From an optimization exercise on the open Yosys and OpenROAD flow, aimed at small area; shortcuts taken in it are not production practice.
At most, simulation tests tie the RTL to the original design; equivalence was not proved.
Power is estimated from default activity; no workload was simulated.

==> inputs of trial 21 <==
## MBF
module MBF(CLK, RESET, IN_VALID, IN_DATA, X_DATA, Y_DATA, OUT_VALID);
Settings: LEC_CHECK=0, CAP_MARGIN=20, CORE_MARGIN=2, CORE_UTILIZATION=50, CTS_BUF_LIST=sky130_fd_sc_hd__clkbuf_8, CTS_CLUSTER_DIAMETER=50, CTS_CLUSTER_SIZE=20, SLEW_MARGIN=20, SYNTH_HIERARCHICAL=1; clock period 7.0 ns.
standard.sh (not shown) runs the stock make flow with config.mk's settings and CLKGATE_MAP_FILE= SYNTH_SCRIPT=/design/flow/synth_recipe.tcl, a recipe that flattens the netlist after the stock synthesis.
==> flow/flow/run.sh <==
#!/bin/bash
# The standard layout, with the port buffers that global placement inserts made from the
# smallest buffer cell, resizer changes from timing-driven placement not kept, and clock
# tree synthesis without dummy loads. The make output goes to
# flow_make.log; ORFS keeps each step's own log under orfs/logs/.
set -euo pipefail
export BUFFER_PORTS_ARGS="-buffer_cell sky130_fd_sc_hd__buf_1"
export GPL_KEEP_OVERFLOW=0
export CTS_ARGS="-sink_clustering_enable -repair_clock_nets -dont_use_dummy_load -buf_list sky130_fd_sc_hd__clkbuf_8 -sink_clustering_size 24 -sink_clustering_max_diameter 50"
bash standard.sh finish > flow_make.log 2>&1
==> build 14 (differences from trial 21) <==
--- a/flow/flow/run.sh
+++ b/flow/flow/run.sh
@@ -8,3 +8,3 @@
 export GPL_KEEP_OVERFLOW=0
-export CTS_ARGS="-sink_clustering_enable -repair_clock_nets -dont_use_dummy_load -buf_list sky130_fd_sc_hd__clkbuf_8 -sink_clustering_size 24 -sink_clustering_max_diameter 50"
+export CTS_ARGS="-sink_clustering_enable -repair_clock_nets -dont_use_dummy_load -buf_list sky130_fd_sc_hd__clkbuf_8 -sink_clustering_size 16 -sink_clustering_max_diameter 40"
 bash standard.sh finish > flow_make.log 2>&1
==> metrics.csv <==
stage;metric;value;unit
run_status;status;timing/DRC/antenna clean;
routing;dr_wl_met3;1960;um
power;power_frac_seq;36.3;%
hold_path;hp-start;r0[12];
layout;instances_no_fill;1578;
layout;clkCellAreaFrac;2.35;%
clocking;clk_pin_slew;0.09;ns
layout;seq_area;4590;um2
sta;fin_crit;6.79;ns
routing;vias;7721;
power;comb_power_share;43.8;%
# the run above: trial 21

==> metrics.csv <==
stage;metric;value;unit
worst_setup_path;cp_data_arrival_time;7.22;ns
power;power_frac_seq;34.7;%
layout;instances_no_fill;1589;
clocking;clk_pin_slew;0.08;ns
run_status;status;timing/DRC/antenna clean;
routing;dr_wl_met3;1910;um
hold_path;hp-start;r1[12];
routing;vias;7818;
sta;fin_crit;6.80;ns
layout;seq_area;4580;um2
layout;clkCellAreaFrac;3.33;%
worst_setup_path;path_depth;18;
# the run above: build 14

No functional check of the RTL was part of any run of this note.

========
==> indigo <==
MBF, a different RTL version from the one above (not shown whole).
==> flow/config.mk <==
export PLATFORM = sky130hd
export DESIGN_NAME = MBF
export DESIGN_NICKNAME = MBF
export VERILOG_FILES = /design/flow/design.v
export SDC_FILE = /design/flow/constraint.sdc
export NUM_CORES = 4
export LEC_CHECK = 0
export ABC_AREA = 1
export CAP_MARGIN = 20
export CORE_MARGIN = 2
export CORE_UTILIZATION = 40
export CTS_BUF_LIST = sky130_fd_sc_hd__clkbuf_4
export CTS_CLUSTER_SIZE = 12
export SLEW_MARGIN = 20
export SYNTH_HIERARCHICAL = 1
==> flow/constraint.sdc <==
create_clock -name core_clock -period 7.0 [get_ports {CLK}]
set_input_delay 1.4000 -clock core_clock [delete_from_list [all_inputs] [get_ports {CLK}]]
set_output_delay 1.4000 -clock core_clock [all_outputs]
set_load 0.01 [all_outputs]
run.sh (not shown) runs the stock make flow with config.mk's settings and CLKGATE_MAP_FILE= SYNTH_SCRIPT=/design/flow/synth_recipe.tcl, a recipe that flattens the netlist after the stock synthesis.
Stock flow here: none of the scripts above is used.
==> amber: changes against indigo <==
--- a/flow/config.mk
+++ b/flow/config.mk
@@ -6,10 +6,7 @@
 export NUM_CORES = 4
 export LEC_CHECK = 0
-export ABC_AREA = 1
 export CAP_MARGIN = 20
 export CORE_MARGIN = 2
 export CORE_UTILIZATION = 40
-export CTS_BUF_LIST = sky130_fd_sc_hd__clkbuf_4
-export CTS_CLUSTER_SIZE = 12
 export SLEW_MARGIN = 20
 export SYNTH_HIERARCHICAL = 1
==> cedar: changes against indigo <==
--- a/flow/config.mk
+++ b/flow/config.mk
@@ -6,5 +6,4 @@
 export NUM_CORES = 4
 export LEC_CHECK = 0
-export ABC_AREA = 1
 export CAP_MARGIN = 20
 export CORE_MARGIN = 2
==> notes.md <==
Multi-In Gates=around 750; CP max stage cell=fa_2; Cell Pwr Density=~250 nW/µm²; DPL Wire Length=roughly 34000 µm; Period Utilization, post-route=0.958; CP startpoint=r13[8]$_DFF_P_; final RePlAce weighted congestion=about 0.94; status=complete, no violations; WP buf/inv=3
The numbers above come from indigo.

==> notes.md <==
status=complete, no violations; DPL Wire Length=about 34000 µm; WP buf/inv=5; Metal-1 WL=roughly 18000 µm; Period Utilization, post-route=0.964; commonest non-fill, non-tap cell in the layout=fa_1; TritonCTS buffer count=29; Cell Pwr Density=between 200 and 300 nW/µm²; final RePlAce weighted congestion=around 0.88; Multi-In Gates=744
The numbers above come from amber.

==> notes.md <==
status=complete, no violations; WP buf/inv=8; CP startpoint=r5[0]$_DFF_P_; CP max stage cell=fa_2; Period Utilization, post-route=0.970
The numbers above come from cedar.

Function was not checked in any run of this note: the RTL went through the layout flow alone.

========
==> inputs of onyx <==
Another version of the RTL of MBF (not shown whole).
clock: 7.0 ns
lec_check: 0
cap_margin: 20
core_margin: 2
core_utilization: 55
cts_buf_list: sky130_fd_sc_hd__clkbuf_8
cts_cluster_diameter: 50
cts_cluster_size: 20
slew_margin: 20
synth_hierarchical: 1
==> raven (differences from onyx) <==
CORE_UTILIZATION = 40   (was 55)
CTS_CLUSTER_DIAMETER = 60   (was 50)
CTS_CLUSTER_SIZE = 24   (was 20)
==> notes.md <==
raven finished clean. onyx passed the timing, DRC and antenna checks. Against onyx, the clock-buffer cell count of raven is lower by 3. In combinational power, onyx and raven hardly differ. In register-to-register slack, onyx and raven hardly differ. Against onyx, the worst setup slack of raven is better by 3.5 ps. First-iteration DRC count: onyx is higher than raven (about 30%). Worst hold slack: onyx is higher than raven (10 ps). In raven the via count is lower than in onyx, by about 1.4%. Fmax is about the same in raven and onyx. In raven the die area is larger than in onyx, by about 37%.
==> figures <==
item                                                                                   onyx                    raven
Total stage count of the critical path                                                   18                       19
Outcome                                                             complete, no violations  complete, no violations
Half-perimeter wire length after placement                                         30540 um                 30840 um
Origin of the worst min-delay path                                           r1[10]$_DFF_P_            r0[7]$_DFF_P_
Global-route track usage on met1                                                     0.4033                   0.2593
Number of buffers and inverters on the critical path                                      1                        3
Initial Util                                                                         0.5587                   0.4035
Seq/total area                                                                       0.2680                   0.2656
Clock slew seen by the registers of the worst setup and hold paths                   100 ps                   110 ps
Maximum number of pins on one net before global-route repair                             88                       89
Cell Area, Placed                                                               16440 sq um              16620 sq um
Minimum hold slack                                                                 364.8 ps                 354.5 ps
Worst slack at placement                                                           24.92 ps                -1.423 ps
Horizontal extent of the die                                                       172.0 um                 201.0 um
Worst EP required                                                                   7450 ps                  7470 ps
Multi-input gate share of the layout cell area                                       0.5905                   0.5852
Signal buffers                                                                           72                       74
Number of buffers added by the clock tree synthesis step                                 28                       25
Met3 wirelength from detailed routing                                               2754 um                  2087 um
Number of rows in the core area                                                          61                       72

========
==> exp/sierra: inputs <==
Another version of the RTL of MBF (not shown whole).
Settings: LEC_CHECK=0, CAP_MARGIN=20, CORE_MARGIN=2, CORE_UTILIZATION=50, CTS_BUF_LIST=sky130_fd_sc_hd__clkbuf_8, CTS_CLUSTER_DIAMETER=50, CTS_CLUSTER_SIZE=20, SLEW_MARGIN=20, SYNTH_HIERARCHICAL=1; clock period 7.0 ns.
standard.sh (not shown) runs the stock make flow with config.mk's settings and CLKGATE_MAP_FILE= SYNTH_SCRIPT=/design/flow/synth_recipe.tcl, a recipe that flattens the netlist after the stock synthesis.
==> flow/flow/run.sh <==
#!/bin/bash
# The standard layout, with the port buffers that global placement inserts made from the
# smallest buffer cell, and clock tree synthesis without dummy loads. The make output goes to
# flow_make.log; ORFS keeps each step's own log under orfs/logs/.
set -euo pipefail
export BUFFER_PORTS_ARGS="-buffer_cell sky130_fd_sc_hd__buf_1"
export CTS_ARGS="-sink_clustering_enable -repair_clock_nets -dont_use_dummy_load -buf_list sky130_fd_sc_hd__clkbuf_8 -sink_clustering_size 20 -sink_clustering_max_diameter 50"
bash standard.sh finish > flow_make.log 2>&1
==> inputs of exp/zinc, as changes to exp/sierra <==
- CORE_UTILIZATION: 50 -> 65
==> qor summary <==
metric	exp/zinc	exp/sierra
Status	finished clean	finished clean
Area occupied by multi-input gates	0.0100 sq mm	0.0100 sq mm
Gr usage total	0.314	0.248
Layout area overhead	7.56%	8.80%
Largest net degree at the start of global routing	92	66
Vias/cell	5.19	4.89
GR peak layer	met1	met2
WL/cell	22.7 um	21.8 um
Vertical die dimension	158 um	179 um
Hold WS	0.366 ns	0.315 ns
Clock network fraction of total power	0.190	0.211
Met3 wire length	2760 um	2380 um
Biggest cell delay along the critical path	0.54 ns	0.60 ns
Number of CTS-inserted buffers	24	30
Non-clock buffer area fraction after layout	0.0330	0.0344
Post-layout util	0.707	0.549
First drt pass iteration count	4	5
Die width	158 um	179 um
Setup repair bufs after CTS	0	1
Wirelength, routed	35000 um	35600 um
Total net switching power	0.00138 W	0.00141 W
No functional check of the RTL was part of any run of this note.

========
==> wip/quartz: inputs <==
MBF, a different RTL version from the one above (not shown whole).
Settings: LEC_CHECK=0, CAP_MARGIN=20, CORE_MARGIN=2, CORE_UTILIZATION=50, CTS_BUF_LIST=sky130_fd_sc_hd__clkbuf_8, CTS_CLUSTER_DIAMETER=50, CTS_CLUSTER_SIZE=20, SLEW_MARGIN=20, SYNTH_HIERARCHICAL=1; clock period 7.0 ns.
==> flow/flow/run.sh <==
#!/bin/bash
# The standard layout, with the port buffers that global placement inserts made from the
# smallest buffer cell, resizer changes from timing-driven placement not kept, and clock
# tree synthesis without dummy loads. The make output goes to
# flow_make.log; ORFS keeps each step's own log under orfs/logs/.
set -euo pipefail
export BUFFER_PORTS_ARGS="-buffer_cell sky130_fd_sc_hd__buf_1"
export GPL_KEEP_OVERFLOW=0
export CTS_ARGS="-sink_clustering_enable -repair_clock_nets -dont_use_dummy_load -buf_list sky130_fd_sc_hd__clkbuf_8 -sink_clustering_size 28 -sink_clustering_max_diameter 60"
bash standard.sh finish > flow_make.log 2>&1
==> wip/violet: changes against wip/quartz <==
==> flow/flow/run.sh (replaced) <==
#!/bin/bash
# The standard layout, with the port buffers that global placement inserts made from the
# smallest buffer cell, and clock tree synthesis without dummy loads. The make output goes to
# flow_make.log; ORFS keeps each step's own log under orfs/logs/.
set -euo pipefail
export BUFFER_PORTS_ARGS="-buffer_cell sky130_fd_sc_hd__buf_1"
export CTS_ARGS="-sink_clustering_enable -repair_clock_nets -dont_use_dummy_load -buf_list sky130_fd_sc_hd__clkbuf_8 -sink_clustering_size 28 -sink_clustering_max_diameter 60"
bash standard.sh finish > flow_make.log 2>&1
==> notes.md <==
- wip/quartz produced a clean layout. wip/violet ran to the end with no violations.
- Cell area is about the same in wip/violet and wip/quartz.
- Of wip/quartz and wip/violet, wip/violet has the higher count of clock-buffer cells in the layout (gap 1).
- In wip/quartz the via count is smaller than in wip/violet, by about 0.7%.
- Fmax: wip/violet is higher than wip/quartz (about 0.5%).
- Of wip/violet and wip/quartz, wip/violet has the higher worst hold slack (gap 0.030 ns).
- Against wip/quartz, the register-to-register slack of wip/violet is higher by 0.03 ns.
- First-iteration DRC count: wip/quartz is smaller than wip/violet (13%).
- Power is about the same in wip/quartz and wip/violet.
- Die area is the same in wip/quartz and wip/violet.
- In sequential power, wip/violet and wip/quartz hardly differ.
==> figures <==
metric	wip/quartz	wip/violet
Clock Buffer Count	23	24
Global-route wire length before repair	53.7 mm	54.6 mm
CP Data Arrival Time	7.20 ns	7.16 ns
Final std cell area, no fill	16300 um^2	16300 um^2
Outcome	finished clean	finished clean
Max-slew headroom	48.8%	54.7%
Reported leakage power	6.90 nW	6.92 nW
Signal buffers share of area	1.47%	1.48%
Met2 routed wirelength	15.4 mm	15.5 mm
Min cycle time layout	6.71 ns	6.68 ns
Number of DRC violations after detailed-routing iteration 0	493	564
Hold-critical path endpoint	r1[7]	r3[6]
Hold path startpoint	r0[7]	r2[6]
Met2 usage in global routing	33.9%	33.9%
Highest Clock Rate	0.149 GHz	0.150 GHz
Reg2Reg Setup Slack	0.29 ns	0.32 ns
Switch share	39.9%	39.8%
Final area over synthesized area	1.056x	1.057x
Global-route usage over all layers	22.4%	23.0%
Wire length the detailed router placed on met1	15.9 mm	15.9 mm
Number of non-clock buffers	44	50
Filler cells	2660	2608
No functional check of the RTL was part of any run of this note.

-- separate check: timing with driven ports --
How much do the figures lean on ideal ports? The routed layouts below were timed once more, with nothing changed but the port constraints.
Step 1, drivers: a clkbuf_16 drives CLK and a buf_2 each remaining input, both assumed.
Step 2, shift: input delay + t, output delay - t, t = (earliest + latest rising clock arrival at the registers) / 2. This alone moves slack from input paths to output paths.
Three values: no drivers, after step 1, after step 2; two values: the first two.
run	t (ns)	setup WS [ns]	worst hold slack (ns)	cell pins on the clock port's net
trial 21	0.607	0.206 / 0.206 / 0.206	0.362 / 0.362 / 0.362	1
build 14	0.601	0.205 / 0.205 / 0.205	0.351 / 0.351 / 0.351	1
indigo	0.754	0.293 / 0.258 / 0.293	0.357 / 0.357 / 0.357	1
amber	0.623	0.251 / 0.200 / 0.254	0.373 / 0.373 / 0.373	1
cedar	0.768	0.212 / 0.212 / 0.212	0.324 / 0.324 / 0.324	1
onyx	0.627	0.174 / 0.174 / 0.174	0.365 / 0.365 / 0.365	1
raven	0.641	0.178 / 0.178 / 0.178	0.355 / 0.355 / 0.355	1
exp/sierra	0.631	0.182 / 0.182 / 0.182	0.315 / 0.315 / 0.315	1
exp/zinc	0.604	0.210 / 0.210 / 0.210	0.366 / 0.366 / 0.366	1
wip/quartz	0.599	0.285 / 0.285 / 0.285	0.306 / 0.306 / 0.306	1
wip/violet	0.591	0.320 / 0.320 / 0.320	0.336 / 0.336 / 0.336	1
After both steps setup and hold are still met in every run listed.
